What follows belongs to an exercise in optimizing a design on an open flow for small area; a production flow would make more cautious choices.
For this run, only the layout was checked, not whether the RTL still works.
Power is estimated from default activity; no workload was simulated.

## flow/design.v

```verilog
module Decoder
#(
    parameter nOuts = 12'h200  
)
(
    input logic[$clog2(nOuts) - 1:0] In,
    output logic[nOuts - 1:0] Out
);
always_comb begin
    for(int i = 0; i < nOuts; i++) begin
        Out[i] = In == i; 
    end
end
endmodule
module Cell
#(
    parameter logic[31:0] default_val = 0,
    parameter WORD_SIZE = 8
)
(
    input logic clk, rst,
    input logic Addr, WE,
    input logic[WORD_SIZE - 1:0] DataIn,
    output logic[WORD_SIZE - 1:0] DataOut
);
logic[WORD_SIZE - 1:0] ff;
always_ff @(posedge clk) begin
    if(rst)
        ff <= default_val;
    else if(Addr & WE)
        ff <= DataIn;
end
assign DataOut = Addr ? ff : 0;
endmodule
module MemoryCore
#(
    parameter nCells = 8,
    parameter WORD_SIZE = 8
)
(
    input logic clk, rst,
    input logic WE,
    input logic[nCells - 1:0] PTR,
    input logic[$clog2(nCells) - 1:0] ADDR,
    input logic[WORD_SIZE - 1:0] DataIn,
    output logic[WORD_SIZE - 1:0] DataOut
);
logic[nCells - 1:0][WORD_SIZE - 1:0] cell_out;
Cell #(.WORD_SIZE(WORD_SIZE), .default_val(32'h0_0000_F00)) c0(.clk(clk), .rst(rst), .WE(WE), .Addr(PTR[0]), .DataIn(DataIn), .DataOut(cell_out[0]));        
Cell #(.WORD_SIZE(WORD_SIZE), .default_val(32'h1_0000_000)) c1(.clk(clk), .rst(rst), .WE(WE), .Addr(PTR[1]), .DataIn(DataIn), .DataOut(cell_out[1]));        
Cell #(.WORD_SIZE(WORD_SIZE), .default_val(32'h3_0000_0F0)) c2(.clk(clk), .rst(rst), .WE(WE), .Addr(PTR[2]), .DataIn(DataIn), .DataOut(cell_out[2]));        
Cell #(.WORD_SIZE(WORD_SIZE), .default_val(32'h2_0000_00F)) c3(.clk(clk), .rst(rst), .WE(WE), .Addr(PTR[3]), .DataIn(DataIn), .DataOut(cell_out[3]));        
Cell #(.WORD_SIZE(WORD_SIZE), .default_val(32'h4_0000_F0F)) c4(.clk(clk), .rst(rst), .WE(WE), .Addr(PTR[4]), .DataIn(DataIn), .DataOut(cell_out[4]));        
Cell #(.WORD_SIZE(WORD_SIZE), .default_val(32'h5_0000_F00)) c5(.clk(clk), .rst(rst), .WE(WE), .Addr(PTR[5]), .DataIn(DataIn), .DataOut(cell_out[5]));        
Cell #(.WORD_SIZE(WORD_SIZE), .default_val(32'h6_3030_000)) c6(.clk(clk), .rst(rst), .WE(WE), .Addr(PTR[6]), .DataIn(DataIn), .DataOut(cell_out[6]));        
Cell #(.WORD_SIZE(WORD_SIZE), .default_val(32'h7_0000_000)) c7(.clk(clk), .rst(rst), .WE(WE), .Addr(PTR[7]), .DataIn(DataIn), .DataOut(cell_out[7]));        
assign DataOut = cell_out[ADDR];
endmodule
module MemoryChip
#(
    parameter nCells = 8,
    parameter WORD_SIZE = 8
)
(
    input logic clk, rst,
    input logic WE_bar, CS_bar,
    input logic[$clog2(nCells) - 1:0] Address,
    input logic[WORD_SIZE - 1:0] DataIn, 
    output logic[WORD_SIZE - 1:0] DataOut 
);
logic WE;
assign WE = ~(WE_bar | CS_bar);
logic[nCells - 1:0] PTR;
Decoder #(.nOuts(nCells)) pnt2row(.In(Address), .Out(PTR));
defparam mem_core.nCells = nCells;
defparam mem_core.WORD_SIZE = WORD_SIZE;
MemoryCore mem_core(.clk(clk), .rst(rst), .WE(WE), .PTR(PTR), .ADDR(Address), .DataIn(DataIn), .DataOut(DataOut));
endmodule
module Memory
(
    input logic clk, rst,
    input logic WE_bar, CS_bar,
    input logic[2:0] Address,
    input logic[11:0][7:0] DataIn, 
    output logic[11:0][7:0] DataOut
);
generate;
    genvar i;
    for(i = 0; i < 12; i++) begin : genMemChips
        MemoryChip mem_chp(.clk(clk), .rst(rst), .WE_bar(WE_bar), .CS_bar(CS_bar), .Address(Address), .DataIn(DataIn[i]), .DataOut(DataOut[i]));
    end
endgenerate
endmodule
module PosEdge
(
    input logic clk, rst,
    input logic signal,
    output logic pedge
);
logic[1:0] ff;
always_ff @(posedge clk) begin
    if(rst)
        ff <= 2'd0;
    else begin
        ff[0] <= signal;
        ff[1] <= ff[0];
    end
end
assign pedge = ~ff[1] & ff[0];
endmodule
module Timer
#(
    parameter N = 4
)
(
    input logic clk, rst, start,
    input logic[N-1:0] ceil,
    output logic status
);
enum logic[1:0] {SLEEP, INCR, STOP} state;
logic pStrt;
PosEdge pStart(.clk(clk), .rst(rst), .signal(start), .pedge(pStrt));
logic[N-1:0] ctr;
always_ff @(posedge clk) begin
    if(rst) begin
        ctr <= 0;
        status <= 1'b0;
        state <= SLEEP;
    end else begin
        case(state)
            SLEEP: begin
                status <= 1'b0;
                if(pStrt) state <= INCR;
            end  
            INCR: begin
                if(ctr == ceil - 3) begin 
                    status <= 1'b1;
                    ctr <= 0;
                    state <= SLEEP;
                end else
                    ctr <= ctr + 1;
            end
            default: state <= SLEEP;
        endcase
    end
end
endmodule
module Pedge
(
    input logic clk, rst,
    input logic signal,
    output logic pedge
);
logic start_1s, passed_1s;
Timer #(.N(14)) _2s(.clk(clk), .rst(rst), .start(start_1s), .ceil(14'd9_999), .status(passed_1s));
enum logic[1:0] {S0, S1, S2} state;
always_ff @(posedge clk) begin
    if(rst) begin
        pedge <= 1'b0;
        start_1s <= 1'b0;
        state <= S0;
    end else begin
        case(state)
            S0: begin
                if(signal) begin
                    pedge <= 1'b1;
                    state <= S1; 
                end
            end
            S1: begin
                pedge <= 1'b0;
                start_1s <= 1'b1;
                state <= S2;
            end
            S2: begin 
                start_1s <= 1'b0;
                if(passed_1s) state <= S0;
            end    
            default: state <= S0;
        endcase
    end
end
endmodule
module PWM
(
    input logic clk, rst,
    input logic[15:0] T_LOW, T_HIGH,
    output logic pulse
);
logic[15:0] t_low, t_high;
always_ff @(posedge clk) begin
    if(rst) begin
        pulse <= 1'b1;
        t_low <= 0;
        t_high <= 0;
    end else begin 
        if(t_low == T_LOW - 1) begin
            t_low <= 0;
            pulse <= ~pulse;
        end else if(t_high == T_HIGH - 1) begin
            t_high <= 0;
            pulse <= ~pulse;
        end else begin
            if(pulse)
                t_high <= t_high + 1;
            else
                t_low <= t_low + 1;
        end
    end
end
endmodule
module Usample
(
    input logic[3:0] In,
    output logic[7:0] Out
);
localparam int base4 = 4'hF;
localparam int base8 = 8'hFF;
always_comb begin
    Out = base8 * In / base4;
end
endmodule
module UsampleChip
(
    input logic[2:0][3:0] In,
    output logic[2:0][7:0] Out
);
generate;
    genvar i;
    for(i = 0; i < 3; i++) begin : genUpSampling
        Usample mdl_(.In(In[i]), .Out(Out[i]));
    end
endgenerate
endmodule
module SPI
#(
    parameter T = 80
)
(
    input logic clk, rst,
    input logic start, stop,
    input logic write,
    input logic[7:0] data,
    output logic done,
    output logic sclk, mosi, cs
);
logic pStart, pStop, pWrite;
PosEdge peStart(.clk(clk), .rst(rst), .signal(start), .pedge(pStart));
PosEdge peStop(.clk(clk), .rst(rst), .signal(stop), .pedge(pStop));
PosEdge peWrite(.clk(clk), .rst(rst), .signal(write), .pedge(pWrite));
logic[1:0] sel_sclk;
always_comb begin
    case(sel_sclk)
        2'd0: sclk = 1'b0;
        2'd1: sclk = 1'b1;
        2'd2: sclk = pulse;
        default: sclk = 1'b1;
    endcase
end
localparam T_div_2 = (T / 10) - 1;
logic[$clog2(T_div_2) - 1:0] ctr;
logic pulse;
always_ff @(posedge clk) begin : wav_gen
    if(rst) begin
        ctr <= 3'b0;
        pulse <= 1'b0;
    end
    else if(sel_sclk == 2'd2) begin
        if(ctr == T_div_2) begin
            pulse <= ~pulse;
            ctr <= 3'b0;
        end else
            ctr <= ctr + 1'b1;
    end else begin
        pulse <= 1'b0;
        ctr <= 1'b0;
    end
end
logic[3:0] i;
always_ff @(posedge clk) begin
    if(rst) begin
        i <= 0;
    end else if(sel_sclk == 2'd2) begin
        if(sclk == 1'b1 && ctr == 1'b0) 
            if(i < 8) i <= i + 1;
            else i <= 0;
    end else
        i <= 1'b0;
end
logic _80ns_passed, start_80ns;
Timer #(.N(3)) _80ns(.clk(clk), .rst(rst), .start(start_80ns), .ceil(3'd7), .status(_80ns_passed));
enum {IDLE, S0, S1, S2, S3, S4, DONE} state;
always_ff @(posedge clk) begin
    if(rst) begin
        sel_sclk <= 1'b1;
        cs <= 1'b1;
        mosi <= 1'b0;
        done <= 1'b0;
        start_80ns <= 1'b0;
        state <= IDLE;
    end else begin
        case(state)
            IDLE: begin
                if(pStart) begin
                    start_80ns <= 1'b1;
                    cs <= 1'b0;
                    state <= S0;
                end
            end
            S0: begin
                if(_80ns_passed) begin
                    start_80ns <= 1'b0;
                    sel_sclk <= 2'd0;
                    done <= 1'b1;
                    state <= S1;
                end
            end
            S1: begin
                if(pWrite) begin 
                    sel_sclk <= 2'd2;
                    done <= 1'b0;
                    state <= S2;
                end
                else if(pStop) begin
                    start_80ns <= 1'b1;
                    sel_sclk <= 1'b1;
                    done <= 1'b0;
                    state <= DONE;
                end 
            end
            S2: begin
                if(i < 8 && ctr == 2) begin
                    mosi <= data[7 - i];
                end else if(i == 8 && ctr == 7 && !sclk) begin
                    sel_sclk <= 1'b0;
                    mosi <= 1'b0;
                    done <= 1'b1;
                    state <= S1;
                end
            end
            DONE: begin
                if(_80ns_passed) begin
                    start_80ns <= 1'b0;
                    cs <= 1'b1;
                    state <= IDLE;
                end
            end
            default: state <= IDLE;
        endcase
    end
end
endmodule
module I2C
#(
    parameter T_LOW = 50,  
    parameter T_HIGH = 50,  
    parameter T_SAMPLE = 25  
)
(
    input logic clk, rst, 
    input logic S, P,
    input logic write, read,
    input logic[7:0] wData,
    input logic sda_in,
    output logic sda_out, sda_oe,
    output logic sclk,
    output logic[7:0] rData,
    output logic rdy,
    output logic ack
);
enum logic[2:0] {S_IDLE, S_WAIT, WRITE0, WRITE1, READ0, READ1, P_WAIT, BUS_FREE} state;
logic[2:0] sel_sclk;
always_comb begin
    case(sel_sclk)
        3'b001: sclk = pulse;
        3'b010: sclk = 1'b0;
        3'b100: sclk = 1'b1;
        default: sclk = 1'b0;
    endcase
end
logic[$clog2(T_LOW) - 1:0] t_low;
logic[$clog2(T_HIGH) - 1:0] t_high;
logic pulse;
always_ff @(posedge clk) begin : gen_wav
    if(rst) begin
        pulse <= 1'b0;
        t_low <= 0;
        t_high <= 0;
    end else if(sel_sclk == 1) begin
        if(t_low == T_LOW - 1) begin
            t_low <= 0;
            pulse <= ~pulse;
        end else if(t_high == T_HIGH - 1) begin
            t_high <= 0;
            pulse <= ~pulse;
        end else begin
            if(pulse)
                t_high <= t_high + 1;
            else
                t_low <= t_low + 1;
        end
    end else begin
        t_low <= 0;
        t_high <= 0;
    end
end
logic pWrite;
PosEdge posedge_write(.clk(clk), .rst(rst), .signal(write), .pedge(pWrite));
logic pRead;
PosEdge posedge_read(.clk(clk), .rst(rst), .signal(read), .pedge(pRead));
logic is_out;
logic sda;
assign sda_oe = is_out;
assign sda = is_out ? sda_out : sda_in;
logic hello;
PosEdge pHello(.clk(clk), .rst(rst), .signal(S), .pedge(hello));
logic goodbye;
PosEdge pGoodbye(.clk(clk), .rst(rst), .signal(P), .pedge(goodbye));
logic start_790ns, passed_790ns;
Timer #(.N(7)) _790ns(.clk(clk), .rst(rst), .start(start_790ns), .ceil(7'd79), .status(passed_790ns));
logic start_1p3us, passed_1p3us;
Timer #(.N(8)) _1300ns(.clk(clk), .rst(rst), .start(start_1p3us), .ceil(8'd130), .status(passed_1p3us));
logic rw;
logic[3:0] nPulse;
always_ff @(posedge clk) begin
    if(rst) begin
        sda_out <= 1'b1;
        sel_sclk <= 3'd4;  
        is_out <= 1'b1;
        nPulse <= 1'b0;
        rdy <= 1'b0;
        rw <= 1'b0;
        {ack, start_790ns, start_1p3us} <= 3'b0;
        rData <= 8'h00;
        state <= S_IDLE;
    end else begin
        case(state)
            S_IDLE: begin
                if(hello) begin
                    sda_out <= 1'b0;
                    start_790ns <= 1'b1;
                    rdy <= 1'b0;
                    state <= S_WAIT;
                end
            end
            S_WAIT: begin
                if(passed_790ns) begin
                    start_790ns <= 1'b0;
                    sel_sclk <= 3'd2;
                    rdy <= 1'b1;
                    state <= WRITE0; 
                end
            end
            WRITE0: begin
                if(pWrite) begin
                    sel_sclk <= 3'd1;
                    rdy <= 1'b0;
                    ack <= 1'b0;
                    state <= WRITE1;
                end else if(goodbye) begin
                    rw <= 1'b0;
                    sel_sclk <= 3'd4;
                    start_790ns <= 1'b1;
                    rdy <= 1'b0;
                    state <= P_WAIT;
                end
            end
            WRITE1: begin
                if(nPulse < 10) begin
                    if(t_low == T_SAMPLE) begin
                        if(nPulse < 8)
                            sda_out <= wData[7 - nPulse];
                        if(nPulse == 8)
                            is_out <= 1'b0;
                        nPulse <= nPulse + 1'b1;
                    end
                    if(nPulse == 9 && t_high == 80) begin
                        if(~sda) 
                            ack <= 1'b1;
                        else
                            ack <= 1'b0;
                    end
                end else begin
                    sda_out <= 1'b0;
                    sel_sclk <= 3'd2;
                    is_out <= 1'b1;
                    nPulse <= 0;
                    rdy <= 1'b1;
                    if(!rw) begin
                        rw <= 1'b1;
                        if(wData[0])
                            state <= READ0;
                        else
                            state <= WRITE0;
                    end else 
                        state <= WRITE0;
                end
            end
            READ0: begin
                if(pRead) begin
                    sel_sclk <= 3'd1;
                    is_out <= 1'b0;
                    rdy <= 1'b0;
                    state <= READ1;
                end else if(goodbye) begin
                    rw <= 1'b0;
                    sel_sclk <= 3'd4;
                    start_790ns <= 1'b1;
                    rdy <= 1'b0;
                    state <= P_WAIT;
                end
            end
            READ1: begin
                if(nPulse < 10) begin
                    if(t_low == T_SAMPLE) begin
                        if(nPulse < 8)
                            rData[7 - nPulse] <= sda;
                        if(nPulse == 8) begin
                            sda_out <= 1'b0;
                            is_out <= 1'b1;
                        end
                        nPulse <= nPulse + 1'b1;
                    end
                end else begin
                    sel_sclk <= 3'd2;
                    is_out <= 1'b1;
                    nPulse <= 0;
                    rdy <= 1'b1;
                    state <= READ0;
                end
            end
            P_WAIT: begin
                if(passed_790ns) begin
                    sda_out <= 1'b1;
                    start_790ns <= 1'b0;
                    start_1p3us <= 1'b1;
                    state <= BUS_FREE; 
                end
            end
            BUS_FREE: begin
                if(passed_1p3us) begin
                    start_1p3us <= 1'b0;
                    rdy <= 1'b1;
                    state <= S_IDLE;
                end
            end
            default: state <= S_IDLE;
        endcase
    end   
end
endmodule
module IColor
(
    input logic clk, rst,
    input logic detect,
    input logic led_in,
    input logic sda_in,
    output logic sda_out, sda_oe,
    output logic sclk, led_en,
    output logic R, G, B,
    output logic[7:0] r, g, b
);
enum {IDLE, START0, START1, START2, START3, S0, S1, S2, S3, S4, S5, S6, S7, S8, S9, S10, G0, G1, G2, G3, G4, G5, G6, G7, G8, G9, G10, G11, STOP0, STOP1, STOP2, STOP3} state;
assign led_en = led_in;
logic[7:0] wData, rData;
logic rdy, rcvd_ack;
logic S, P, write, read;
defparam prtcl.T_LOW = 200;
defparam prtcl.T_HIGH = 100;
defparam prtcl.T_SAMPLE = 80;
I2C prtcl(.clk(clk), .rst(rst), .S(S), .write(write), .read(read), .wData(wData), .rData(rData), .P(P), .sclk(sclk), .sda_in(sda_in), .sda_out(sda_out), .sda_oe(sda_oe), .rdy(rdy), .ack(rcvd_ack));
logic start_10ms, passed_10ms;
Timer #(.N(10)) _10ms(.clk(clk), .rst(rst), .start(start_10ms), .ceil(10'd1000), .status(passed_10ms));
logic pDetect;
Pedge peDetect(.clk(clk), .rst(rst), .signal(detect), .pedge(pDetect));
logic[16:0] red, green, blue;
always_comb begin
    red = {buffer[3], buffer[2]};
    green = {buffer[5], buffer[4]};
    blue = {buffer[7], buffer[6]};
end
always_comb begin
    if(red > blue && red > green) begin 
        R = pulse;
        r = 8'hFF;
    end else begin
        R = 1'b0;
        r = 0;
    end 
    if(green > blue && green > red) begin 
        G = pulse;
        g = 8'hFF;
    end else begin
        G = 1'b0;
        g = 0;
    end 
    if(blue > red && blue > green)  begin 
        B = pulse;
        b = 8'hFF;
    end else begin
        B = 1'b0;
        b = 0;
    end 
end
logic pulse;
PWM wav_gen(.clk(clk), .rst(rst), .T_LOW(16'hFFFF), .T_HIGH(16'h0FFF), .pulse(pulse));
logic err;
logic[1:0] flag; 
logic[3:0] j;
logic[2:0] i;
logic[7:0][7:0] buffer;
function automatic logic[7:0] send_data(input logic[2:0] idx);
    case(idx)
        3'd0: send_data = 8'h52;
        3'd1: send_data = 8'hA0;
        3'd2: send_data = 8'h03;
        3'd3: send_data = 8'h52;
        3'd4: send_data = 8'hB4;
        3'd5: send_data = 8'h53;
        default: send_data = 8'h00;
    endcase
endfunction
always_ff @(posedge clk) begin
    if(rst) begin
        i <= 3'd0;
        j <= 3'b0;
        err <= 1'b0;
        flag <= 2'b0;
        {S, P, write, read, start_10ms} <= 5'b0;
        wData <= 8'h00;
        buffer <= 64'h0;
        state <= IDLE;
    end else begin
        case(state)
            IDLE: begin
                if(pDetect) state <= START0; 
            end
            START0: begin
                S <= 1'b1;
                state <= START1;
            end
            START1: begin
                state <= START2;
            end
            START2: begin
                state <= START3;
            end
            START3: begin
                if(rdy) begin
                    S <= 1'b0;
                    case(flag)
                        2'd0:
                            state <= S0;
                        2'd1:
                            state <= S4;
                        2'd2:
                            state <= S8;
                        default:
                            state <= S0;
                    endcase
                end
            end
            S0: begin
                if(i < 3) begin
                    wData <= send_data(i);
                    write <= 1'b1;
                    state <= G0;
                end else begin
                    write <= 1'b0;
                    state <= S2;
                end
            end
            G0: begin
               state <= G1;
            end
            G1: begin
                state <= G2;
            end
            G2: begin
                if(rdy) begin 
                    write <= 1'b0;
                    state <= S1;
                end
            end
            S1: begin
                if(rcvd_ack) begin
                    i <= i + 1;
                    state <= S0;
                end else begin
                    err <= 1'b1;
                    i <= 1'b0;
                    flag <= 2'd0;
                    state <= STOP0;
                end
            end
            S2: begin
                start_10ms <= 1'b1;
                state <= S3;
            end
            S3: begin
                if(passed_10ms) begin
                    start_10ms <= 1'b0;
                    flag <= 2'd1;
                    state <= STOP0;
                end 
            end
            S4: begin
                if(i < 5) begin
                    wData <= send_data(i);
                    write <= 1'b1;
                    state <= G3;
                end else begin
                    write <= 1'b0;
                    state <= S6;
                end
            end
            G3: begin
                state <= G4;
            end
            G4: begin
                state <= G5;
            end
            G5: begin
                if(rdy) begin 
                    write <= 1'b0;
                    state <= S5;
                end
            end
            S5: begin
                if(rcvd_ack) begin
                    i <= i + 1;
                    state <= S4;
                end else begin
                    err <= 1'b1;
                    i <= 3'd0;
                    flag <= 2'd0;
                    state <= STOP0;
                end
            end
            S6: begin
                start_10ms <= 1'b1;
                state <= S7;
            end
            S7: begin
                if(passed_10ms) begin
                    start_10ms <= 1'b0;
                    flag <= 2'd2;
                    state <= STOP0;
                end 
            end
            S8: begin
                flag <= 2'd0;
                wData <= send_data(i);
                write <= 1'b1;
                state <= G6;
            end
            G6: begin
                state <= G7;
            end
            G7: begin
                state <= G8;
            end
            G8: begin
                if(rdy) begin 
                    write <= 1'b0;
                    state <= S9;
                end
            end
            S9: begin
                if(rcvd_ack) begin
                    i <= 3'b0;
                    state <= S10;
                end else begin
                    err <= 1'b1;
                    i <= 3'd0;
                    flag <= 2'd0;
                    state <= STOP0;
                end
            end
            S10: begin
                 if(j < 8) begin
                    read <= 1'b1;
                    state <= G9;
                end else begin
                    j <= 1'b0;
                    state <= STOP0;
                end
            end
            G9: begin
                state <= G10;
            end
            G10: begin
                state <= G11;
            end
            G11: begin
                if(rdy) begin
                    buffer[j] <= rData;
                    read <= 1'b0;
                    j <= j + 1;
                    state <= S10;
                end
            end
            STOP0: begin
                P <= 1'b1;
                state <= STOP1;
            end
            STOP1: begin
                state <= STOP2;
            end
            STOP2: begin
               state <= STOP3;
            end
            STOP3: begin
                if(rdy) begin
                    P <= 1'b0;
                    if(err || |flag) begin
                        err <= 1'b0;
                        state <= START0;
                    end else
                        state <= IDLE;
                end
            end
            default: state <= IDLE;
        endcase
    end
end
endmodule
module IDisplay
(
    input logic clk, rst,
    input logic on_off, exec,
    input logic[3:0] cmd,
    input logic[10:0][7:0] IR,
    output logic rdy,
    output logic sclk, mosi, cs, 
    output logic vcc_en, pmod_en, dc, res
);
enum logic[4:0] {IDLE, ON0, ON1, ON2, ON3, ON4, ON5, ON6, ON7, ON8, ON9, GFX0, GFX1, GFX2, DELAY0, DELAY1, DELAY2, DELAY3, DELAY4, DELAY5, OFF0, OFF1, OFF2} state;
logic[5:0] i;
function automatic logic[7:0] data_to_send(input logic[5:0] idx);
    case(idx)
        6'd0: data_to_send = 8'hFD;
        6'd1: data_to_send = 8'h12;
        6'd2: data_to_send = 8'hAE;
        6'd3: data_to_send = 8'hA0;
        6'd4: data_to_send = 8'h72;
        6'd5: data_to_send = 8'hA1;
        6'd6: data_to_send = 8'h00;
        6'd7: data_to_send = 8'hA2;
        6'd8: data_to_send = 8'h00;
        6'd9: data_to_send = 8'hA4;
        6'd10: data_to_send = 8'hA8;
        6'd11: data_to_send = 8'h3F;
        6'd12: data_to_send = 8'hAD;
        6'd13: data_to_send = 8'h8E;
        6'd14: data_to_send = 8'hB0;
        6'd15: data_to_send = 8'h0B;
        6'd16: data_to_send = 8'hB1;
        6'd17: data_to_send = 8'h31;
        6'd18: data_to_send = 8'hB3;
        6'd19: data_to_send = 8'hF0;
        6'd20: data_to_send = 8'h8A;
        6'd21: data_to_send = 8'h64;
        6'd22: data_to_send = 8'h8B;
        6'd23: data_to_send = 8'h78;
        6'd24: data_to_send = 8'h8C;
        6'd25: data_to_send = 8'h64;
        6'd26: data_to_send = 8'hBB;
        6'd27: data_to_send = 8'h3A;
        6'd28: data_to_send = 8'hBE;
        6'd29: data_to_send = 8'h3E;
        6'd30: data_to_send = 8'h87;
        6'd31: data_to_send = 8'h06;
        6'd32: data_to_send = 8'h81;
        6'd33: data_to_send = 8'h91;
        6'd34: data_to_send = 8'h82;
        6'd35: data_to_send = 8'h50;
        6'd36: data_to_send = 8'h83;
        6'd37: data_to_send = 8'h7D;
        6'd38: data_to_send = 8'h2E;
        6'd39: data_to_send = 8'h25;
        6'd40: data_to_send = 8'h0;
        6'd41: data_to_send = 8'h0;
        6'd42: data_to_send = 8'h3F;
        6'd43: data_to_send = 8'h1F;
        6'd44: data_to_send = 8'hAF;
        default: data_to_send = 8'h00;
    endcase
endfunction
logic start, stop, write, done;
logic[7:0] data;
SPI protocol(.clk(clk), .rst(rst), .sclk(sclk), .mosi(mosi), .cs(cs), .start(start), .stop(stop), .write(write), .data(data), .done(done));
logic passed_25ms, strt_25ms;
Timer #(.N(12)) _25ms(.clk(clk), .rst(rst), .start(strt_25ms), .ceil(12'd2499), .status(passed_25ms));
logic strt_4us, passed_4us;
Timer #(.N(9)) _4us(.clk(clk), .rst(rst), .start(strt_4us), .ceil(9'd399), .status(passed_4us));
logic passed_100ms, strt_100ms;
Timer #(.N(14)) _100ms(.clk(clk), .rst(rst), .start(strt_100ms), .ceil(14'd9999), .status(passed_100ms));
logic strt_400ms, rst_400ms, passed_400ms;
Timer #(.N(16)) _400ms(.clk(clk), .rst(rst), .start(strt_400ms), .ceil(16'd39999), .status(passed_400ms));
logic[3:0] j;  
logic[3:0] nBytes;  
always_ff @(posedge clk) begin
    if(rst) begin
        {i, j} <= 2'b0;
        nBytes <= 2'd2;
        rdy <= 1'b0;
        {dc, res, vcc_en, pmod_en} <= 4'b0;
        {strt_25ms, strt_4us, strt_100ms, strt_400ms} <= 4'b0;
        {start, stop, write} <= 3'b0;
        data <= 8'h00;
        state <= IDLE;
    end else begin
        case(state)
            IDLE: begin
                if(on_off) begin
                    state <= ON0;
                end    
            end
            ON0: begin
                {dc, res, vcc_en, pmod_en} <= 4'b0101;
                strt_25ms <= 1'b1;
                state <= ON1;
            end
            ON1: begin
                if(passed_25ms) begin
                    res <= 1'b0;
                    strt_25ms <= 1'b0; 
                    strt_4us <= 1'b1;
                    state <= ON2;     
                end
            end
            ON2: begin
                if(passed_4us) begin
                    strt_4us <= 1'b0;
                    start <= 1'b1;
                    res <= 1'b1;
                    state <= ON3;     
                end
            end
            ON3: begin
                if(done) begin
                    start <= 1'b0;
                    state <= ON4;
                end    
            end
            ON4: begin
                if(i < 44) begin
                    write <= 1'b1;
                    data <= data_to_send(i);
                    state <= DELAY0;
                end else
                    state <= ON6;
            end
            DELAY0: state <= DELAY1;
            DELAY1: state <= ON5;
            ON5: begin
                write <= 1'b0;
                if(done) begin
                    i <= i + 1;
                    state <= ON4;                    
                end
            end
            ON6: begin
                vcc_en <= 1'b1;
                strt_25ms <= 1'b1;
                write <= 1'b0;
                state <= ON7;
            end
            ON7: begin
                if(passed_25ms) begin
                    strt_25ms <= 1'b0;
                    write <= 1'b1;
                    data <= data_to_send(i);
                    state <= DELAY2;
                end
            end
            DELAY2: state <= DELAY3;
            DELAY3: state <= ON8;    
            ON8: begin
                if(done) begin
                    strt_100ms <= 1'b1;
                    i <= 1'b0;
                    write <= 1'b0;
                    state <= ON9;
                end
            end
            ON9: begin
                if(passed_100ms) begin
                    strt_100ms <= 1'b0;
                    state <= GFX0;                    
                end
            end
            GFX0: begin
                rdy <= 1'b1;
                if(!on_off) begin
                    rdy <= 1'b0;
                    state <= OFF0;
                end
                if(exec) begin
                    rdy <= 1'b0;
                    case(cmd)
                        3'd0: nBytes <= 2'd2;
                        3'd1: nBytes <= 3'd5;
                        3'd2: nBytes <= 3'd7;
                        3'd3: nBytes <= 4'd8;
                        3'd4: nBytes <= 4'd11;
                        default: nBytes <= 2'd2;
                    endcase
                    state <= GFX1;
                end
            end
            GFX1: begin
                if(j < nBytes) begin
                    write <= 1'b1;
                    data <= IR[10 - j];
                    state <= DELAY4;
                end else begin
                    j <= 0;
                    state <= GFX0; 
                end
            end
            DELAY4: state <= DELAY5;
            DELAY5: state <= GFX2;
            GFX2: begin
                write <= 1'b0;
                if(done) begin
                    j <= j + 1;
                    state <= GFX1;
                end
            end
            OFF0: begin
                write <= 1'b1;
                data <= 8'hAE;
                if(done) begin
                    stop <= 1'b1; 
                    state <= OFF1;
                end
            end
            OFF1: begin
                {vcc_en, stop} <= 2'b0;
                strt_400ms <= 1'b1;
                state <= OFF2; 
            end
            OFF2: begin
                if(passed_400ms) begin
                    strt_400ms <= 1'b0;
                    pmod_en <= 1'b0;
                    state <= IDLE;
                end
            end
            default: state <= IDLE;
        endcase
    end
end
endmodule
module IKeyboard
(
    input logic clk, rst,
    input logic[3:0] row,
    output logic[3:0] col, key,
    output logic key_was_pressed
);
logic[15:0] kwp;
logic[1:0][15:0] ff;
assign key_was_pressed = ~(|ff[1]) & |ff[0];
always_ff @(posedge clk) begin
    if(rst)
        ff <= {16'h0, 16'h0};
    else begin
        ff[0] <= kwp;
        ff[1] <= ff[0];
    end
end
logic[$clog2(408) - 1:0] ctr;
always_ff @(posedge clk) begin
    if(rst) begin
        ctr <= 9'd0;
        kwp <= 4'b0;
        col <= 4'b0;
        key <= 4'b0;
    end
    else begin
        if(ctr == 9'd100) begin
            col <= 4'b0111;
            ctr <= ctr + 1'b1;
        end
        else if(ctr == 9'd108) begin
            case(row)
                4'b0111: begin
                    key <= 4'd1;
                    kwp[0] <= 1'b1;
                    kwp[3:1] <= 3'b0;
                end
                4'b1011: begin
                    key <= 4'd4;
                    kwp[1] <= 1'b1;
                    kwp[3:2] <= 2'b0;
                    kwp[0] <= 1'b0;
                end
                4'b1101: begin
                    key <= 4'd7;
                    kwp[2] <= 1'b1;
                    kwp[1:0] <= 2'b0;
                    kwp[3] <= 1'b0;
                end
                4'b1110: begin
                    key <= 4'd0;
                    kwp[3] <= 1'b1;
                    kwp[2:0] <= 3'b0;
                end
                default:
                    kwp[3:0] <= 4'b0;
            endcase
            ctr <= ctr + 1'b1;
        end
        else if(ctr == 9'd200) begin
            col <= 4'b1011;
            ctr <= ctr + 1'b1;
        end
        else if(ctr == 9'd208) begin
            case(row)
                4'b0111: begin
                    key <= 4'd2;
                    kwp[4] <= 1'b1;
                    kwp[7:5] <= 3'b0;
                end
                4'b1011: begin
                    key <= 4'd5;
                    kwp[5] <= 1'b1;
                    kwp[7:6] <= 2'b0;
                    kwp[4] <= 1'b0;
                end
                4'b1101: begin
                    key <= 4'd8;
                    kwp[6] <= 1'b1;
                    kwp[5:4] <= 2'b0;
                    kwp[7] <= 1'b0;
                end
                4'b1110: begin
                    key <= 4'hF;
                    kwp[7] <= 1'b1;
                    kwp[6:4] <= 3'b0;
                end
                default:
                    kwp[7:4] <= 4'b0;
            endcase
            ctr <= ctr + 1'b1;
        end
        else if(ctr == 9'd300) begin
            col <= 4'b1101;
            ctr <= ctr +1'b1;
        end
        else if(ctr == 9'd308) begin
            case(row)
                4'b0111: begin
                    key <= 4'd3;
                    kwp[8] <= 1'b1;
                    kwp[11:9] <= 3'b0;
                end
                4'b1011: begin
                    key <= 4'd6;
                    kwp[9] <= 1'b1;
                    kwp[11:10] <= 2'b0;
                    kwp[8] <= 1'b0;
                end
                4'b1101: begin
                    key <= 4'd9;
                    kwp[10] <= 1'b1;
                    kwp[9:8] <= 2'b0;
                    kwp[11] <= 1'b0;
                end
                4'b1110: begin
                    key <= 4'hE;
                    kwp[11] <= 1'b1;
                    kwp[10:8] <= 3'b0;
                end
                default:
                    kwp[11:8] <= 4'b0;
            endcase
            ctr <= ctr + 1'b1;
        end
        else if(ctr == 9'd400) begin
            col <= 4'b1110;
            ctr <= ctr + 1'b1;
        end
        else if(ctr == 9'd408) begin
            case(row)
               4'b0111: begin
                    key <= 4'hA;
                    kwp[12] <= 1'b1;
                    kwp[15:13] <= 3'b0;
                end
                4'b1011: begin
                    key <= 4'hB;
                    kwp[13] <= 1'b1;
                    kwp[15:14] <= 2'b0;
                    kwp[12] <= 1'b0;
                end
                4'b1101: begin
                    key <= 4'hC;
                    kwp[14] <= 1'b1;
                    kwp[13:12] <= 2'b0;
                    kwp[15] <= 1'b0;
                end
                4'b1110: begin
                    key <= 4'hD;
                    kwp[15] <= 1'b1;
                    kwp[14:12] <= 3'b0;
                end
                default:
                    kwp[15:12] <= 4'b0;
            endcase
            ctr <= 0;
        end
        else begin
            ctr <= ctr + 1'b1;
        end
    end 
end
endmodule
module IEncoder
(
    input logic clk, rst,
    input logic A, B,
    output logic add, sub 
);
enum logic[3:0] {IDLE, A0, A1, A2, B0, B1, B2, SUB, ADD} state;
always_ff @(posedge clk) begin
    if(rst) begin
        add <= 1'b0;
        sub <= 1'b0;
        state <= IDLE;
    end else
        case(state)
            IDLE: begin
                add <= 1'b0;
                sub <= 1'b0;
                if(~A)
                    state <= A0;
                else if(~B)
                    state <= B0;    
            end
            A0: begin
                if(A)
                    state <= IDLE;
                else if(~B)
                    state <= A1;
            end
            A1: begin
                if(B)
                    state <= A0;
                else if(A)
                    state <= A2;
            end
            A2: begin
                if(~A)
                    state <= A1;
                else if(B)
                    state <= SUB;
            end
            SUB: begin
                sub <= 1'b1;
                state <= IDLE;
            end 
            B0: begin
                if(B)
                    state <= IDLE;
                else if(~A)
                    state <= B1;
            end
            B1: begin
                if(A)
                    state <= B0;
                else if(B)
                    state <= B2;
            end
            B2: begin
                if(~B)
                    state <= B1;
                else if(A)
                    state <= ADD;
            end
            ADD: begin
                add <= 1'b1;
                state <= IDLE;
            end
            default:
                state <= IDLE;
        endcase
end
endmodule
module SegmentRefresh
#(
    parameter nSeg = 8
)
(
    input logic clk, rst,
    output logic[7:0] AN
);
logic[7:0] an;
assign AN = an;
logic[6:0] ctr;
always_ff @(posedge clk) begin
    if(rst) begin
        ctr <= 7'd0;
        an <= 8'b11111110;
    end else
        if(ctr == 7'd100) begin
            an <= roll_shift(an);
            ctr <= 7'd0;
        end else
            ctr <= ctr + 1'b1;
end
function automatic logic[7:0] roll_shift(input logic[7:0] bits);
    logic[7:0] ret;
    logic last_bit;
    last_bit = bits[nSeg - 1];
    ret = bits << 1;
    ret[0] = last_bit;
    if(nSeg < 8)
        for (int i = nSeg; i < 8; i++)
            ret[i] = 1'b1;
    roll_shift = ret;
endfunction
endmodule
module ISegmentDisplay
#(
    parameter nSeg = 8
)
(
    input logic[3:0] val,
    output logic[7:0] C
);
always_comb begin
    case(val)
        4'd0:
            C = 8'b00000011;
        4'd1:
            C = 8'b10011111;
        4'd2:
            C = 8'b00100101;
        4'd3:
            C = 8'b00001101;
        4'd4:
            C = 8'b10011001;
        4'd5:
            C = 8'b01001001;
        4'd6:
            C = 8'b01000001;
        4'd7:
            C = 8'b00011111;
        4'd8:
            C = 8'b00000001;
        4'd9:
            C = 8'b00001001;
        4'hA:
            C = 8'b00010001;
        4'hB:
            C = 8'b11000001;
        4'hC:
            C = 8'b01100011;
        4'hD:
            C = 8'b10000101;
        4'hE:
            C = 8'b01100001;
        4'hF:
            C = 8'b01110001;
        default:
            C = 8'b11111111;
    endcase
end
endmodule
module Programmer
(
    input logic clk, rst,
    input logic mode,  
    input logic[1:0] stage,
    input logic[3:0] row,
    output logic[3:0] col,
    input logic A, B,
    input logic btn, swt,
    output logic[7:0] AN, C,
    output logic[2:0] Addr,
    input logic[7:0][3:0] RF_Data,
    output logic WE_bar,
    output logic[31:0] entrdCommand
);
logic kwp;
logic[3:0] key;
IKeyboard PmodKYPD(.clk(clk), .rst(rst), .row(row), .col(col), .key(key), .key_was_pressed(kwp));
logic[2:0] i;
logic[7:0][3:0] kypd_buffer;
assign entrdCommand = kypd_buffer;
always_ff @(posedge clk) begin : writer_kypd_buffer
    if(rst) begin
        kypd_buffer <= 0;
        i <= 0;
    end else if(kwp & !mode & !swt) begin
        kypd_buffer[i] <= key;
        i <= i + 1; 
    end else if(add & !mode & swt) i <= i + 1;
    else if(sub & !mode & swt) i <= i - 1;
end
logic add, sub;
IEncoder PmodENC(.clk(clk), .rst(rst), .A(A), .B(B), .add(add), .sub(sub));
logic[7:0] an;
assign AN = an;
SegmentRefresh arbiter(.clk(clk), .rst(rst), .AN(an));
logic[2:0] k;
always_comb begin : InvEncoder
    k[0] = ~(an[1] & an[3] & an[5] & an[7]);
    k[1] = ~(an[2] & an[3] & an[6] & an[7]);
    k[2] = ~(an[4] & an[5] & an[6] & an[7]);
end
logic pBTN;
Pedge pedge_btn(.clk(clk), .rst(rst), .signal(btn), .pedge(pBTN));
enum logic {IDLE, WRITE_AND_INC} state;
always_ff @(posedge clk) begin
    if(rst) begin
        WE_bar <= 1'b1;
        Addr <= 0;
        state <= IDLE;
    end else begin
        case(state)
            IDLE: begin
                if(add & mode & (stage == 0)) Addr <= Addr + 1;
                else if(sub & mode & (stage == 0)) Addr <= Addr - 1;
                if(pBTN & (stage == 0)) begin
                    WE_bar <= 1'b0;
                    state <= WRITE_AND_INC;
                end
            end
            WRITE_AND_INC: begin
                WE_bar <= 1'b1;
                Addr <= Addr + 1'b1;
                state <= IDLE;
            end
            default: state <= IDLE;
        endcase
    end
end
logic[3:0] val;
assign val = mode ? RF_Data[k] : kypd_buffer[k];
logic[7:0] c;
ISegmentDisplay display(.val(val), .C(c));
always_comb begin : Light_up_dot
    if(!mode) begin
        if(k == i) C = {c[7:1], 1'b0};
        else C = c;
    end else begin
        C = c;
    end
end
endmodule
module Compiler
(
    input logic clk, rst,
    input logic compile,
    input logic[31:0] DataIn,
    input logic[2:0][7:0] color,
    output logic WE_bar, done,
    output logic[2:0] Addr,
    output logic[95:0] DataOut
);
logic pCompile;
Pedge peCompile(.clk(clk), .rst(rst), .signal(compile), .pedge(pCompile));
logic sel_IR;
logic[31:0] IR;
always_ff @(posedge clk) begin : DataInREG
    if(rst) begin
        IR <= 0;
    end else begin
        if(sel_IR)
            IR <= DataIn;
    end
end
logic sel_Addr;
always_ff @(posedge clk) begin : AddrOutREG
    if(rst) begin
        Addr <= 0;
    end else begin
        if(sel_Addr)
            Addr <= Addr + 1;
    end
end
logic sel_cmd, sel_colr, sel_offset, sel_opcode;
logic[1:0][4:0] cmd;
logic[11:0] InColor;
logic[2:0][7:0] OutColor;
logic[1:0][15:0] offset;
logic[1:0][7:0] opcode;
always_ff @(posedge clk) begin : CmdREG
    if(rst) begin
        {cmd, InColor, OutColor, offset} <= 0;
        opcode <= 0;
    end else begin
        if(sel_cmd)
            cmd[0] <= IR[31:28];
        else
            cmd[1] <= cl_cmd;
        if(sel_offset)
            offset[0] <= IR[27:12];
        else
            offset[1] <= offset[0];
        if(sel_colr)
            InColor <= IR[11:0];
        else
            OutColor <= cl_colr;
        if(sel_opcode)
            opcode[0] <= 0;
        else
            opcode[1] <= cl_opcode;
    end
end
logic sel_DataOut;
always_ff @(posedge clk) begin
    if(rst)
        DataOut[95:0] <= 96'h00_00_10_10_40_30_00_00_00_00_00_00;
    else begin
        if(sel_DataOut) begin
            DataOut[92] <= cl_fill;
            DataOut[91:88] <= cmd[1];
            DataOut[87:80] <= opcode[1];
            DataOut[47:0] <= cl_LSBs;
            if(opcode[1] == 8'h25)
                DataOut[79:48] <= 32'h00_00_5F_3F;
            else
                DataOut[79:48] <= 32'h10_10_40_20;
        end
    end
end
logic cl_fill;
logic[3:0] cl_cmd;
logic[7:0] cl_opcode;
always_comb begin : CL_cmd_opcode
    case(cmd[0])
        4'd0: begin
            cl_cmd = 4'd3;
            cl_opcode = 8'h21;
            cl_fill = 1'b0;
        end 
        4'd1: begin
            cl_cmd = 4'd3;
            cl_opcode = 8'h21;
            cl_fill = 1'b0;
        end 
        4'd2: begin
            cl_cmd = 4'd4;
            cl_opcode = 8'h22;
            cl_fill = 1'b0;
        end 
        4'd3: begin
            cl_cmd = 4'd4;
            cl_opcode = 8'h22;
            cl_fill = 1'b1;
        end 
        4'd4: begin
            cl_cmd = 4'd4;
            cl_opcode = 8'h22;
            cl_fill = 1'b0;
        end 
        4'd5: begin
            cl_cmd = 4'd4;
            cl_opcode = 8'h22;
            cl_fill = 1'b1;
        end 
        4'd6: begin
            cl_cmd = 4'd2;
            cl_opcode = 8'h23;
            cl_fill = 1'b0;
        end 
        4'd7: begin
            cl_cmd = 4'd1;
            cl_opcode = 8'h25;
            cl_fill = 1'b0;
        end 
        default: begin
            cl_cmd = 4'd1;
            cl_opcode = 8'h25;
            cl_fill = 1'b0;
        end 
    endcase
end
logic[2:0][7:0] cl_colr;
UsampleChip CL_colr(.In(InColor), .Out(cl_colr));
logic[47:0] cl_LSBs;
always_comb begin
    if(opcode[1] == 8'h23) begin
        cl_LSBs = {offset[1], 32'h0};
    end else begin
        if(cmd[0] == 1 || cmd[0] == 4 || cmd[0] == 5)
            cl_LSBs = {color[2], color[1], color[0], color[2], color[1], color[0]};
        else
            cl_LSBs = {OutColor[2], OutColor[1], OutColor[0], OutColor[2], OutColor[1], OutColor[0]};
    end 
end
enum {S0, S1, S2, S3, S4, S5, S6, S7, S8, S9, IDLE} state;
logic[3:0] i;
always_ff @(posedge clk) begin
    if(rst) begin
        {sel_opcode, sel_cmd, sel_colr, sel_offset} <= 0;
        {sel_IR, sel_DataOut, sel_Addr} <= 0;
        WE_bar <= 1'b1;
        done <= 1'b0;
        i <= 0;
        state <= IDLE;
    end else begin
        case(state)
            IDLE: begin 
                done <= 1'b1;
                if(pCompile) begin
                    done <= 1'b0; 
                    state <= S0;
                end
            end
            S0: begin
                if(i < 8) begin
                    WE_bar <= 1'b1;
                    i <= i + 1;
                    sel_IR <= 1'b1;
                    sel_colr <= 1'b1;
                    state <= S1;
                end else begin
                    {sel_opcode, sel_cmd, sel_colr, sel_offset} <= 0;
                    {sel_IR, sel_DataOut, sel_Addr} <= 0;
                    WE_bar <= 1'b1;
                    i <= 0;
                    state <= IDLE;
                end   
            end
            S1: begin
                {sel_IR, sel_colr} <= 0;
                {sel_opcode, sel_cmd, sel_colr, sel_offset} <= 4'hF;
                sel_Addr <= 1'b1;
                state <= S2;
            end
            S2: begin
                {sel_opcode, sel_cmd, sel_colr, sel_offset} <= 0;
                sel_Addr <= 1'b0;
                state <= S3;
            end
            S3: begin
                sel_DataOut <= 1'b1;
                state <= S4;
            end
            S4: begin
                sel_DataOut <= 1'b0;
                WE_bar <= 1'b0;
                state <= S0;
            end
            default: state <= IDLE;
        endcase
    end   
end
endmodule
module ExecModule
(
    input logic clk, rst,
    input logic rdy_oled, rdy_compiler, run,
    input logic[95:0] DataIn,
    output logic draw,
    output logic[2:0] Addr,
    output logic[3:0] cmd,
    output logic[87:0] oled_IR
);
assign cmd = IR[91:88];
logic pRun;
Pedge peRun(.clk(clk), .rst(rst), .signal(run), .pedge(pRun));
logic sel_IR;
logic[95:0] IR;
always_ff @(posedge clk) begin
    if(rst) begin
        IR <= 0;
    end else if(sel_IR)
        IR <= DataIn;
end
logic sel_Addr;
always_ff @(posedge clk) begin
    if(rst)
        Addr <= 0;
    else if(sel_Addr)
        Addr <= Addr + 1; 
end
logic sel_oIR;
always_ff @(posedge clk) begin
    if(rst)
        oled_IR <= 0;
    else if(sel_oIR)
        oled_IR <= IR[87:0];
    else 
        oled_IR <= cl_command;
end
logic[87:0] cl_command;
always_comb begin : next_oled_instr
    if(IR[92])
        cl_command = 88'h26_01_00_00_00_00_00_00_00_00_00;
    else 
        cl_command = 88'h26_00_00_00_00_00_00_00_00_00_00;
end
enum logic[2:0] {IDLE, S0, S1, S2, S3, S4} state;
always_ff @(posedge clk) begin
    if(rst) begin
        {sel_IR, sel_Addr, sel_oIR} <= 0;
        draw <= 0;
        state <= IDLE;
    end else begin
        case(state)
            IDLE: begin
                if(rdy_compiler & rdy_oled & pRun) state <= S0;    
            end
            S0: begin
                {sel_IR, sel_Addr, sel_oIR} <= 3'b110;
                state <= S1;
            end
            S1: begin
                {sel_IR, sel_Addr, sel_oIR} <= 3'b000;
                draw <= 1'b1;
                state <= S2;
            end
            S2: begin
                {sel_IR, sel_Addr, sel_oIR} <= 3'b000;
                draw <= 1'b0;
                state <= S3;
            end
            S3: begin
                if(rdy_oled) begin
                    {sel_IR, sel_Addr, sel_oIR} <= 3'b001;
                    draw <= 1'b1;
                    state <= S4;
                end
            end
            S4: begin
                {sel_IR, sel_Addr, sel_oIR} <= 3'b001;
                draw <= 1'b0;
                state <= IDLE;
            end
            default: state <= IDLE;
        endcase
    end
end
endmodule
module System
(
    input logic clk, rst,
    input logic mode,  
    input logic[1:0] stage,  
    input logic on_off,  
    input logic detect,  
    input logic compile,  
    input logic run,  
    input logic[3:0] row,
    output logic[3:0] col,
    input logic A_ENC, B_ENC,
    input logic btn, swt,
    input logic led_in,
    input logic sda_in,  
    output logic sda_out, sda_oe,  
    output logic sclk_c, led_en,
    output logic sclk_o, mosi, cs, 
    output logic vcc_en, pmod_en, dc, res,
    output logic R, G, B,
    output logic[7:0] AN, C,
    output logic[2:0] mem_addr
);
logic WE_bar_0;
logic[2:0] RF_Addr;
logic[31:0] entrdCommand;
logic[31:0] DataOut;
logic[2:0] Addr_RF;
logic rdy;
logic[7:0] r, g, b;
logic WE_bar_1, cmpl_done, compl;
logic[2:0] IS_RF_Addr;
logic[95:0] cmpldCommand;
logic[95:0] exeCommand;
logic[2:0] Addr_IS;
logic oled_draw, oled_rdy;
logic[3:0] oled_cmd;
logic[87:0] oled_IR;
logic exe;
logic[2:0] IS_Addr;
assign mem_addr = (stage == 0 || stage == 1) ? Addr_RF : Addr_IS;
assign Addr_RF = (stage == 0) ? RF_Addr : (stage == 1) ? IS_RF_Addr : 0;
assign Addr_IS = (stage == 1) ? IS_RF_Addr : (stage == 2) ? IS_Addr : 0;
assign compl = (stage == 1) ? compile : 1'b0;
assign exe = (stage == 2) ? run : 1'b0;
IColor PmodCOLOR(.clk(clk), .rst(~rst), .detect(detect), .led_in(led_in), .sda_in(sda_in), .sda_out(sda_out), .sda_oe(sda_oe), .sclk(sclk_c), .led_en(led_en), .R(R), .G(G), .B(B), 
                 .r(r), .g(g), .b(b));
Programmer code_writer(.clk(clk), .rst(~rst), .mode(mode), .stage(stage), .row(row), .col(col), .A(A_ENC), .B(B_ENC), .btn(btn), .swt(swt), 
                       .AN(AN), .C(C), .WE_bar(WE_bar_0), .Addr(RF_Addr), .entrdCommand(entrdCommand), .RF_Data(DataOut));
defparam reg_file.WORD_SIZE = 32;  
MemoryChip reg_file(.clk(clk), .rst(~rst), .WE_bar(WE_bar_0), .CS_bar(1'b0), .Address(Addr_RF), .DataIn(entrdCommand), .DataOut(DataOut));
Compiler to_executable(.clk(clk), .rst(~rst), .compile(compl), .DataIn(DataOut), .color({r, g, b}), .WE_bar(WE_bar_1), .done(cmpl_done), 
                       .Addr(IS_RF_Addr), .DataOut(cmpldCommand));
Memory dot_exe(.clk(clk), .rst(~rst), .WE_bar(WE_bar_1), .CS_bar(1'b0), .Address(Addr_IS), .DataIn(cmpldCommand), .DataOut(exeCommand));
ExecModule driver(.clk(clk), .rst(~rst), .rdy_oled(oled_rdy), .rdy_compiler(cmpl_done), .run(exe), .DataIn(exeCommand), .Addr(IS_Addr),
                  .draw(oled_draw), .cmd(oled_cmd), .oled_IR(oled_IR));
IDisplay PmodOLED(.clk(clk), .rst(~rst), .on_off(on_off), .exec(oled_draw), .cmd(oled_cmd), .IR(oled_IR), .rdy(oled_rdy), 
                  .sclk(sclk_o), .mosi(mosi), .vcc_en(vcc_en), .pmod_en(pmod_en), .cs(cs), .dc(dc), .res(res));
endmodule
```

## flow/run.sh

```bash
#!/bin/bash
# synth_recipe.tcl (not shown) runs the flow's synth.tcl, then flattens the netlist and writes it again
# the make line also repeats each setting of config.mk as NAME=value (left out here)
make -C /OpenROAD-flow-scripts/flow DESIGN_CONFIG=/design/flow/config.mk WORK_HOME=/design/flow/orfs CLKGATE_MAP_FILE= SYNTH_SCRIPT=/design/flow/synth_recipe.tcl finish
```

## flow/config.mk

```make
export PLATFORM = sky130hd
export DESIGN_NAME = System
export DESIGN_NICKNAME = System
export VERILOG_FILES = /design/flow/design.v
export SDC_FILE = /design/flow/constraint.sdc
export NUM_CORES = 4
export LEC_CHECK = 0
export CAP_MARGIN = 20
export CORE_MARGIN = 2
export CORE_UTILIZATION = 40
export SLEW_MARGIN = 20
```

## flow/constraint.sdc

```tcl
create_clock -name core_clock -period 20.0 [get_ports {clk}]
set_input_delay 4.0000 -clock core_clock [delete_from_list [all_inputs] [get_ports {clk}]]
set_output_delay 4.0000 -clock core_clock [all_outputs]
set_load 0.01 [all_outputs]
```

==> results.py <==
metrics = {
    "run_status": {
        "status": "complete, no violations",
    },
    "global_route": {
        "grt_pass1_vias": 57823,
        "grt_max_degree": 202,
        "grt_overflow": 0,
        "track_usage_pct": 21.7,
        "grt_pass1_wl_um": 321000,
        "antenna_found_initial": 4,
    },
    "final_layout": {
        "nFillCells": 17367,
        "drive_gt1_share_pct": 6.60,
        "nets": 8820,
        "syn2layout_area_growth_pct": 10.4,
        "instances_no_fill": 11044,
    },
    "sta": {
        "finClkSkew_ns": 0.0349,
        "slew_viol_final": 0,
        "period_share_pct": 67.7,
        "max_freq_ghz": 0.0739,
        "grt_setup_unrepaired": "false",
        "worst_pin_slew_ns": 1.30,
        "setup_tns_ns": 0,
        "slew_headroom_pct": 13.6,
        "hold_violations": 0,
        "layout_min_cycle_time_ns": 13.53,
        "finalSetupViolCount": 0,
    },
    "synth": {
        "syn_nets": 9161,
        "synthMuxAreaShare_pct": 5.67,
        "synthCells": 8912,
        "synthAdderAreaFrac_pct": 4.27,
        "synth_area_um2": 71300,
        "async_reset_ff_share_pct": 0,
        "synth_flop_cell": "dfxtp_1",
        "synthTopCellsByArea": "dfxtp_1 (43%), nand2_1 (11%), a21oi_1 (6.4%)",
        "yosys.area.top_type_share_pct": 42.9,
        "synth_edf_count": 0,
        "synthXorXnorAreaFrac_pct": 2.78,
        "synth_compound_area_share_pct": 15.5,
        "syn_avg_cell_area_um2": 8.00,
        "ys_warn_count": 40,
        "synth_top_family_by_area": "simple AND/OR/NAND/NOR gates",
        "synth_top_area_cell": "dfxtp_1",
        "synth-simple-area-share_pct": 24.1,
        "synth.distinct_cells": 106,
        "synth_seq_cells": 1529,
        "yosysSeqAreaShare_pct": 42.9,
    },
    "critical_path": {
        "path_class": "input port to output pin",
        "rr_worst_depth": 29,
        "path_cells": "clkdlybuf4s50_1, mux2i_1, or2_4, buf_4, mux4_2, mux2i_1, mux2i_1, mux4_2, mux2i_1, ha_1, and2_1, o31ai_1, clkdlybuf4s50_1",
        "ff2ff_setup_slack_ns": 11.30,
        "critical_path_arrival_ns": 9.53,
        "worst_path_max_delay_cell": "buf_4",
        "critPathMaxFanout": 41,
        "slowest_delay_ns": 0.75,
        "r2r_end": "to_executable.OutColor[0]$_SDFFE_PN0N_",
        "crit_path_start_kind": "input port",
        "worst_setup_path_end_kind": "output pin",
        "cp_data_required_time_ns": 16.00,
        "r2r-start": "to_executable.InColor[2]$_SDFFE_PN0P_",
        "path_common_cell": "mux2i_1",
    },
    "drt": {
        "antenna_left": 0,
        "dr.pass1.iters": 8,
        "first_iter_violations": 5332,
        "vias": 60896,
        "viasPerCell": 5.51,
        "wl_per_cell_um": 18.2,
        "routed_wl_um": 202000,
        "route.detailed.drc": 0,
    },
    "power": {
        "ir_drop_mv": 0.0946,
        "p_leak_nw": 28.7,
        "power_density_nw_per_um2": 83.6,
    },
    "clock_network": {
        "cts_resized": 0,
        "htreeDepth": 4,
        "cts_tree": "done",
        "cts_setup_buffers": 0,
        "holdBufCountCts": 0,
        "cts-root-buf": "clkbuf_16",
        "insertion_delay_ns": 0.83,
        "clockBufferDepth": 3,
        "cts_buffers": 165,
        "clkTransAtPathRegs_ns": 0.06,
        "clock_sinks": 1529,
    },
    "place": {
        "io_buffer_count": 52,
        "placed_cells": 10744,
        "post-dp-hpwl_um": 123000,
        "gp_congestion": 0.857,
    },
    "floorplanning": {
        "core_um2": 177000,
        "die_area_um2": 182000,
        "rows": 154,
        "io_pins": 56,
        "die-height_um": 426,
        "initial_core_util_pct": 40.4,
        "die_w_um": 426,
    },
    "job": {
        "maxCapViolCount": 0,
    },
    "min_path": {
        "holdPathEnd": "PmodCOLOR.prtcl.pHello.ff[1]$_SDFF_PN0_",
        "hp-class": "register to register",
        "hp-start": "PmodCOLOR.prtcl.pHello.ff[0]$_SDFF_PN0_",
        "min_path_cells": 2,
    },
}
==> cell usage after synthesis (100+ instances only) <==
library cell	count
a21oi_1	908
ha_1	212
clkbuf_1	614
o21ai_0	202
dfxtp_1	1529
nand2b_1	100
xor2_1	131
nand2_1	2090
mux2i_1	176
nor2_1	772
nand3_1	340
nor3_1	103
a211oi_1	137
inv_1	219
==> cell families after synthesis <==
logic type | Yosys count
adders and majority gates | 233
AOI/OAI and AO/OA | 1801
buffers and inverters | 877
DFF | 1529
muxes | 294
xor gates and xnor gates | 223
and+or+nand+nor | 3954
other | 1
==> where the power goes <==
part | switching (mW) | internal (mW) | leakage, nW
logic | 0.233 | 0.121 | 13.6
clock network | 1.28 | 1.81 | 2.70
registers | 0.0540 | 3.08 | 12.3
==> cell type report <==
class / instances / area (um^2) / share of cell area [%]
Antenna cell: 1 / 2.50 / 0.00318
Clock buffer: 241 / 4870 / 6.19
Clock inverter: 58 / 622 / 0.790
Inverter: 222 / 846 / 1.07
Multi-Input combinational cell: 6506 / 37600 / 47.7
Sequential cell: 1529 / 30600 / 38.9
Tap cell: 2340 / 2930 / 3.72
Timing Repair Buffer: 147 / 1280 / 1.62
==> worst max-delay path by stage <==
| stage | startpoint | to |
|---|---|---|
| finish | stage[0] | C[4] |
| global route | stage[0] | C[1] |
| CTS | stage[0] | C[4] |
| detailed placement | stage[0] | C[4] |
| global placement | stage[0] | C[4] |
| floorplan | stage[0] | C[4] |
==> state kept, by name (all words and copies together) (netlist names), 48 cells and up, named ones only <==
signal                                      flops
dot_exe.genMemChips.mem_chp.mem_core.c5.ff     52
driver.oled_IR                                 52
dot_exe.genMemChips.mem_chp.mem_core.c7.ff     52
to_executable.DataOut                          51
dot_exe.genMemChips.mem_chp.mem_core.c2.ff     53
dot_exe.genMemChips.mem_chp.mem_core.c6.ff     52
dot_exe.genMemChips.mem_chp.mem_core.c1.ff     52
PmodCOLOR.buffer                               48
dot_exe.genMemChips.mem_chp.mem_core.c3.ff     54
dot_exe.genMemChips.mem_chp.mem_core.c4.ff     54
dot_exe.genMemChips.mem_chp.mem_core.c0.ff     52
driver.IR                                      55
==> worst max-delay path, delay by kind of cell <==
family                     cells  cell delay, ns
buffers and inverters          3            1.97
AOI/OAI and AO/OA              1            0.23
adders and majority gates      1            0.35
and+or+nand+nor                2            0.69
muxes                          6            2.26
==> routing by layer <==
metal / global-route usage [%] / up-vias / share of wire [%]
li1: - / 29765 / -
met1: 28.9 / 29034 / 45
met2: 35.8 / 1735 / 46
met3: 3.05 / 358 / 5.9
met4: 7.80 / 4 / 3.1
met5: 0 / - / 0.014
==> cells in the final DEF, fill, tap and decap left out, drive strengths merged, types with 100 or more instances in the layout <==
master	n
mux2i	177
a211oi	137
xor2	131
nand2	2090
dfxtp	1529
o21ai	210
nand4	100
nand2b	101
nor2	772
nor3	103
a21oi	911
clkbuf	241
nand3	341
inv	227
ha	212
==> through the flow <==
stage	area, um^2	setup WS, ns	hold slack [ns]	total power, mW	utilization (%)
after floorplan	71300	7.14	0.405	3.45	-
after global placement	73200	6.44	0.417	3.55	41.4
after detailed placement	73200	6.38	0.421	3.55	41.4
after CTS	78700	6.36	0.429	6.65	44.5
after global routing	78700	6.04	0.460	6.83	44.6
final	78700	6.47	0.429	6.58	44.6

-- port drivers added, routing unchanged --
No port has a modelled driver above. Below, the same layout with a new extraction and two added sets of constraints.
Step 1 (the two cells are an assumption about what drives the block):
set clk [get_ports {clk}]
set_driving_cell -lib_cell sky130_fd_sc_hd__clkbuf_16 $clk
set_driving_cell -lib_cell sky130_fd_sc_hd__buf_2 [delete_from_list [all_inputs] $clk]
Step 2 adds t to the input delays and takes it off the output delays; t is the mean of the earliest and latest rising clock arrival at the registers after step 1. Input paths then give back, and output paths get back, about the clock's delay inside the block.
Three values: ideal ports, drivers, drivers and shift; two values: the first two.
t, ns: 0.901
setup slack, ns: 6.468 / 6.256 / 6.256
worst setup path after step 2: input to output
slew at the worst register clock pin (ns): 0.06 / 0.06
worst data-port slew with drivers (ns): 0.21
After both steps setup and hold are still met in this run. For this run, drivers alone change the setup slack by -0.212 ns; drivers and shift together by -0.212 ns.
